Source: an optimization exercise on an open RTL-to-GDS flow (aim: small area, a short achievable clock period and few clock cycles per item). Production flows keep margins and buffers that such runs may drop. At most, simulation tests tie the RTL to the original design; equivalence was not proved.

Design FFT_Top, start of the top module:
module FFT_Top(iRSTn,
               iCLK,
               iStart_INT,
               iCLR,
               iWR_EN,
               iWR_ADDR,
               iWR_DATA,
               oREADY,
               oEN,
               oDATA_re,
               oDATA_im);
    input               iRSTn;
    input               iCLK;
    input               iStart_INT;
    input               iCLR;
    input               iWR_EN;
    input   [3:0]       iWR_ADDR;
    input   [31:0]      iWR_DATA;
    output              oREADY;
    output              oEN;
    output  [15:0]      oDATA_re;
    output  [15:0]      oDATA_im;
    reg                 fresh;       
    reg     [3:0]       nf;          
    reg     [3:0]       fi;          
    reg     [15:0]      asg;         
    reg     [63:0]      wmap;        
    reg     [63:0]      rmap;        
    wire    [3:0]       ws;
    reg                 ir_we, ir_st;
    reg     [3:0]       ir_a;
    reg     [31:0]      ir_d;
    always @(posedge iCLK or negedge iRSTn)
    begin
        if (~iRSTn) begin
            ir_we <= 1'b0;
            ir_st <= 1'b0;
        end
        else begin
            ir_we <= iWR_EN;
            ir_st <= iStart_INT & ~iCLR;
        end
    end
    reg                 ir_rew;
    reg     [3:0]       ir_wm;
    wire                byp   = ir_we && (ir_a == iWR_ADDR);
    always @(posedge iCLK)
    begin
        ir_a   <= iWR_ADDR;
        ir_d   <= iWR_DATA;
        ir_rew <= ~iCLR & ~ir_st & (asg[iWR_ADDR] | byp);
        ir_wm  <= byp ? ws : wmap[iWR_ADDR*4 +: 4];
    end
    wire    [3:0]       wm_a  = ir_wm;
    wire                rew   = ir_rew;
    wire    [3:0]       rm_f  = fresh ? fi : rmap[fi*4 +: 4];
    assign              ws    = rew ? wm_a : nf;    
    wire    [3:0]       wm0_n = (ir_we && ir_a == 4'd0) ? ws : wmap[3:0];
  ...
Settings: LEC_CHECK=0, CAP_MARGIN=20, CORE_MARGIN=2, CORE_UTILIZATION=40, CTS_BUF_LIST=sky130_fd_sc_hd__clkbuf_4 sky130_fd_sc_hd__clkbuf_8 sky130_fd_sc_hd__clkbuf_16, CTS_CLUSTER_SIZE=25, PLACE_DENSITY=0.6, SLEW_MARGIN=20; clock period 10.0 ns.
standard.sh (not shown) runs the stock make flow with config.mk's settings and CLKGATE_MAP_FILE= SYNTH_SCRIPT=/design/flow/synth_recipe.tcl, a recipe that flattens the netlist after the stock synthesis.
==> flow/flow/run.sh <==
#!/bin/bash
set -euo pipefail
bash standard.sh SETUP_SLACK_MARGIN=6.5 TNS_END_PERCENT=100 finish > orfs_make.log 2>&1
Rerun with:
Settings changed: CTS_BUF_LIST sky130_fd_sc_hd__clkbuf_4 sky130_fd_sc_hd__clkbuf_8 sky130_fd_sc_hd__clkbuf_16 to sky130_fd_sc_hd__clkbuf_8, CTS_CLUSTER_SIZE 25 to default.
Result: The changed run completed without violations; cell area shrinks by 0.43%; critical path depth shrinks by 12; die area does not change; clock-buffer cell count grows by 117.
Function was not checked in any run of this note: the RTL went through the layout flow alone.

## cedar
FFT_Top, a different RTL version from the one above (not shown whole).
Size in the first run: roughly 8,700 cells after synthesis, about 2,000 flip-flops.
==> flow/config.mk <==
export PLATFORM = sky130hd
export DESIGN_NAME = FFT_Top
export DESIGN_NICKNAME = FFT_Top
export VERILOG_FILES = /design/flow/design.v
export SDC_FILE = /design/flow/constraint.sdc
export NUM_CORES = 4
export LEC_CHECK = 0
export CAP_MARGIN = 20
export CORE_MARGIN = 2
export CORE_UTILIZATION = 40
export CTS_CLUSTER_DIAMETER = 160
export CTS_CLUSTER_SIZE = 24
export PLACE_DENSITY = 0.6
export SLEW_MARGIN = 20
==> flow/constraint.sdc <==
create_clock -name core_clock -period 10.0 [get_ports {iCLK}]
set_input_delay 2.0000 -clock core_clock [delete_from_list [all_inputs] [get_ports {iCLK}]]
set_output_delay 2.0000 -clock core_clock [all_outputs]
set_load 0.01 [all_outputs]
Scripts as last shown in full above: flow/flow/run.sh
Per the final summary, cedar finished and its layout is clean on timing, DRC and antenna.
Testbench counts of cedar, summed over its fixed seeds: cycles 3,360, items 192.
Changes in zinc relative to cedar:
- a deleted CTS_CLUSTER_DIAMETER that had been 160
- a deleted CTS_CLUSTER_SIZE that had been 24
==> flow/flow/run.sh <==
#!/bin/bash
set -euo pipefail
bash standard.sh SETUP_SLACK_MARGIN=6.8 TNS_END_PERCENT=100 finish > orfs_make.log 2>&1
==> comparison <==
Compared with cedar, zinc shows a initial antenna violation count that is 2 higher.
Final critical-path required period up 0.12 ns in zinc wrt cedar
Compared with cedar, zinc supports a lower clock frequency.
In zinc, the clock skew came out 0.027 ns above the value in cedar.
Going from cedar to zinc, setup slack -0.12 ns; number of clock buffers in the layout up 110%.
Setup changes, zinc to onyx
- an added CTS_CLUSTER_DIAMETER of 140
- an added CTS_CLUSTER_SIZE of 20
==> flow/flow/run.sh <==
#!/bin/bash
set -euo pipefail
bash standard.sh SETUP_SLACK_MARGIN=6.6 TNS_END_PERCENT=100 finish > orfs_make.log 2>&1
==> results.txt <==
zinc ended with every stage complete and zero timing, DRC or antenna violations.
onyx: full flow OK, the timing, design-rule and antenna checks passed
Relative to zinc, average wire per cell in the routed design has decreased by about 0.36% in onyx.
Compared to zinc, onyx has layout net count about 2.5% lower.
Summary of onyx over zinc: total non-filler cell area in the finished layout lost 7900 um2; sequential share of layout area picked up an extra 3.0 points; sequential cell area in the final layout neither gained nor lost much; post-layout minimum cycle time lost 0.079 ns.
onyx: layout overhead on the synthesized area lower than zinc
Higher filler cell count was reported by onyx, not zinc.
What quartz does differently from onyx at the input level:
==> flow/flow/run.sh <==
#!/bin/bash
set -euo pipefail
bash standard.sh SETUP_SLACK_MARGIN=6.5 TNS_END_PERCENT=100 finish > orfs_make.log 2>&1
--- outcome ---
- Every run in the comparison, onyx and quartz, completed the flow with a clean layout.
- Relative slew slack is higher on onyx
- Higher final worst setup slack among onyx and quartz: quartz
- quartz vs onyx: total met2 wirelength after detailed routing down by a few percent
- From onyx to quartz the numbers moved as follows: area added between synthesis and finish saw a decrease; wire length reported by the detailed router shrank by 4600 um; via count decreased 594; post-route worst hold slack rose by 0.014 ns.
- Post-layout minimum cycle time: quartz vs onyx down 0.065 ns
diff inputs: quartz => garnet
- a change of CORE_UTILIZATION from 40 to 50
- a change of PLACE_DENSITY from 0.6 to 0.7
==> comparison <==
Compared to quartz, garnet has routed length on met1 5.1% lower.
Lower post-route cell area among quartz and garnet: garnet
Global-route usage was higher in the run labelled garnet.
Layout-stage area growth over the synthesis result sits lower in garnet than in quartz.
Worst setup path endpoint = U_S3.yr[28]: garnet; worst setup path endpoint = U_S3.yr[21]: quartz
Changes observed in garnet relative to quartz: worst setup slack now sits lower, total instance count after detailed placement went down, TritonCTS buffer count dropped 1, final clock period utilization by the worst path now sits higher.
Input-level comparison between yarrow and garnet:
- a deleted CTS_CLUSTER_SIZE that had been 20
- a change of PLACE_DENSITY from 0.7 to 0.6
- a change of CORE_UTILIZATION from 50 to 40
- a deleted CTS_CLUSTER_DIAMETER that had been 140
Findings:
Status | yarrow and garnet | clean. The die area in garnet is 0.802 times that in yarrow. NOTE number of rows in the core area garnet->yarrow increased by more than 10%. Compared to garnet, yarrow has count of inserted antenna diode cells 4 higher. Against garnet, yarrow comes in 8.8 points lower on post-route core utilization. In yarrow relative to garnet, count of placed standard cells including taps had gone up by a few percent. Going from garnet to yarrow, deepest level of the CTS H-tree +1; fraction of synthesis flops using an asynchronous set or reset pin level.

## run A
Starting RTL as in the previous note.
==> flow/config.mk <==
export PLATFORM = sky130hd
export DESIGN_NAME = FFT_Top
export DESIGN_NICKNAME = FFT_Top
export VERILOG_FILES = /design/flow/design.v
export SDC_FILE = /design/flow/constraint.sdc
export NUM_CORES = 4
export LEC_CHECK = 0
export CAP_MARGIN = 20
export CORE_MARGIN = 2
export CORE_UTILIZATION = 40
export PLACE_DENSITY = 0.6
export SLEW_MARGIN = 20
==> flow/constraint.sdc <==
create_clock -name core_clock -period 10.0 [get_ports {iCLK}]
set_input_delay 2.0000 -clock core_clock [delete_from_list [all_inputs] [get_ports {iCLK}]]
set_output_delay 2.0000 -clock core_clock [all_outputs]
set_load 0.01 [all_outputs]
==> flow/flow/run.sh <==
#!/bin/bash
set -euo pipefail
bash standard.sh SETUP_SLACK_MARGIN=6.2 TNS_END_PERCENT=100 finish > orfs_make.log 2>&1
Every stage of the flow completed for run A, and the final layout passed the timing, design-rule and antenna checks.
Testbench counts of run A, summed over its fixed seeds: cycles 3,360, items 192.
Here is what was changed in the inputs of run B compared with run A.
==> flow/flow/run.sh <==
#!/bin/bash
set -euo pipefail
bash standard.sh SETUP_SLACK_MARGIN=6.4 TNS_END_PERCENT=100 finish > orfs_make.log 2>&1
-- flow/config.mk --
<<< run A, line 10
export CORE_UTILIZATION = 40
export PLACE_DENSITY = 0.6
>>> run B, line 10
export CORE_UTILIZATION = 40
export CTS_CLUSTER_DIAMETER = 140
export CTS_CLUSTER_SIZE = 20
export PLACE_DENSITY = 0.6
Results
Placed wire-length estimate after detailed placement is higher on run A
For sequential cell area, run A and run B come out practically identical.
Run B finished end to end and its layout was clean on timing, DRC and antenna.
Post-route clock period utilization: run A and run B compared, lower one is run B
Changes observed in run B relative to run A: fmax rose 2.4%, overall via count from detail_route shows a reduction of 541.
Relative to run B, the following input files were edited for run C:
==> flow/flow/run.sh <==
#!/bin/bash
set -euo pipefail
bash standard.sh SETUP_SLACK_MARGIN=6.5 TNS_END_PERCENT=100 finish > orfs_make.log 2>&1
-- flow/config.mk --
<<< run B, line 10
export CORE_UTILIZATION = 40
export CTS_CLUSTER_DIAMETER = 140
export CTS_CLUSTER_SIZE = 20
export PLACE_DENSITY = 0.6
>>> run C, line 10
export CORE_UTILIZATION = 40
export CTS_CLUSTER_DIAMETER = 180
export CTS_CLUSTER_SIZE = 28
export PLACE_DENSITY = 0.6
Findings:
Run C was carried through to the last stage, and its layout satisfied the timing, design-rule and antenna checks. On number of vias per cell after detailed routing, run C and run B are neck and neck. Required time at the endpoint of the critical path for run C: 20 ps up relative to run B. Run comparison: run C launch point of the worst path U_S3.sr[48]$_DFF_P_; run B launch point of the worst path U_S2.yr[16]$_DFF_P_. Per the comparison of run C with run B, highest cell delay on the worst timing path stayed essentially flat, first-pass GRT wire length fell by about 0.4%, share of the final layout cell area in sequential cells rose by 0.17 points. Looking at count of clock-buffer cells in the layout, run C sits 25% below run B.

what the ideal ports hide:
How much do the figures lean on ideal ports? The routed layouts below were timed once more, with nothing changed but the port constraints. Step 1 assumes that a clkbuf_16 drives the clock port and a buf_2 every other input. Step 2 adds t to the input delays and takes it off the output delays; t is the mean of the earliest and latest rising clock arrival at the registers after step 1. Input paths then give back, and output paths get back, about the clock's delay inside the block. a / b / c = ideal ports / drivers / drivers and shift; a / b = the first two.
| run | t (ns) | slack for setup (ns) | pins driven straight from the clock port |
|---|---|---|---|
| the first run of note 1 | 0.936 | 6.393 / 6.374 / 5.837 | 1 |
| the second run of note 1 | 1.103 | 6.354 / 6.266 / 5.663 | 1 |
| cedar | 0.844 | 6.467 / 6.467 / 5.839 | 1 |
| zinc | 0.923 | 6.348 / 6.348 / 5.946 | 1 |
| onyx | 0.860 | 6.427 / 6.380 / 5.839 | 1 |
| quartz | 0.844 | 6.492 / 6.468 / 5.785 | 1 |
| garnet | 0.873 | 6.407 / 6.407 / 5.759 | 1 |
| yarrow | 0.895 | 6.453 / 6.422 / 5.761 | 1 |
| run A | 0.911 | 6.210 / 6.188 / 5.554 | 1 |
| run B | 0.859 | 6.298 / 6.298 / 5.710 | 1 |
| run C | 0.834 | 6.446 / 6.446 / 5.842 | 1 |
After both steps every run listed still meets setup and hold. For quartz, which loses most, drivers alone change the setup slack by -0.024 ns; drivers and shift together by -0.707 ns.
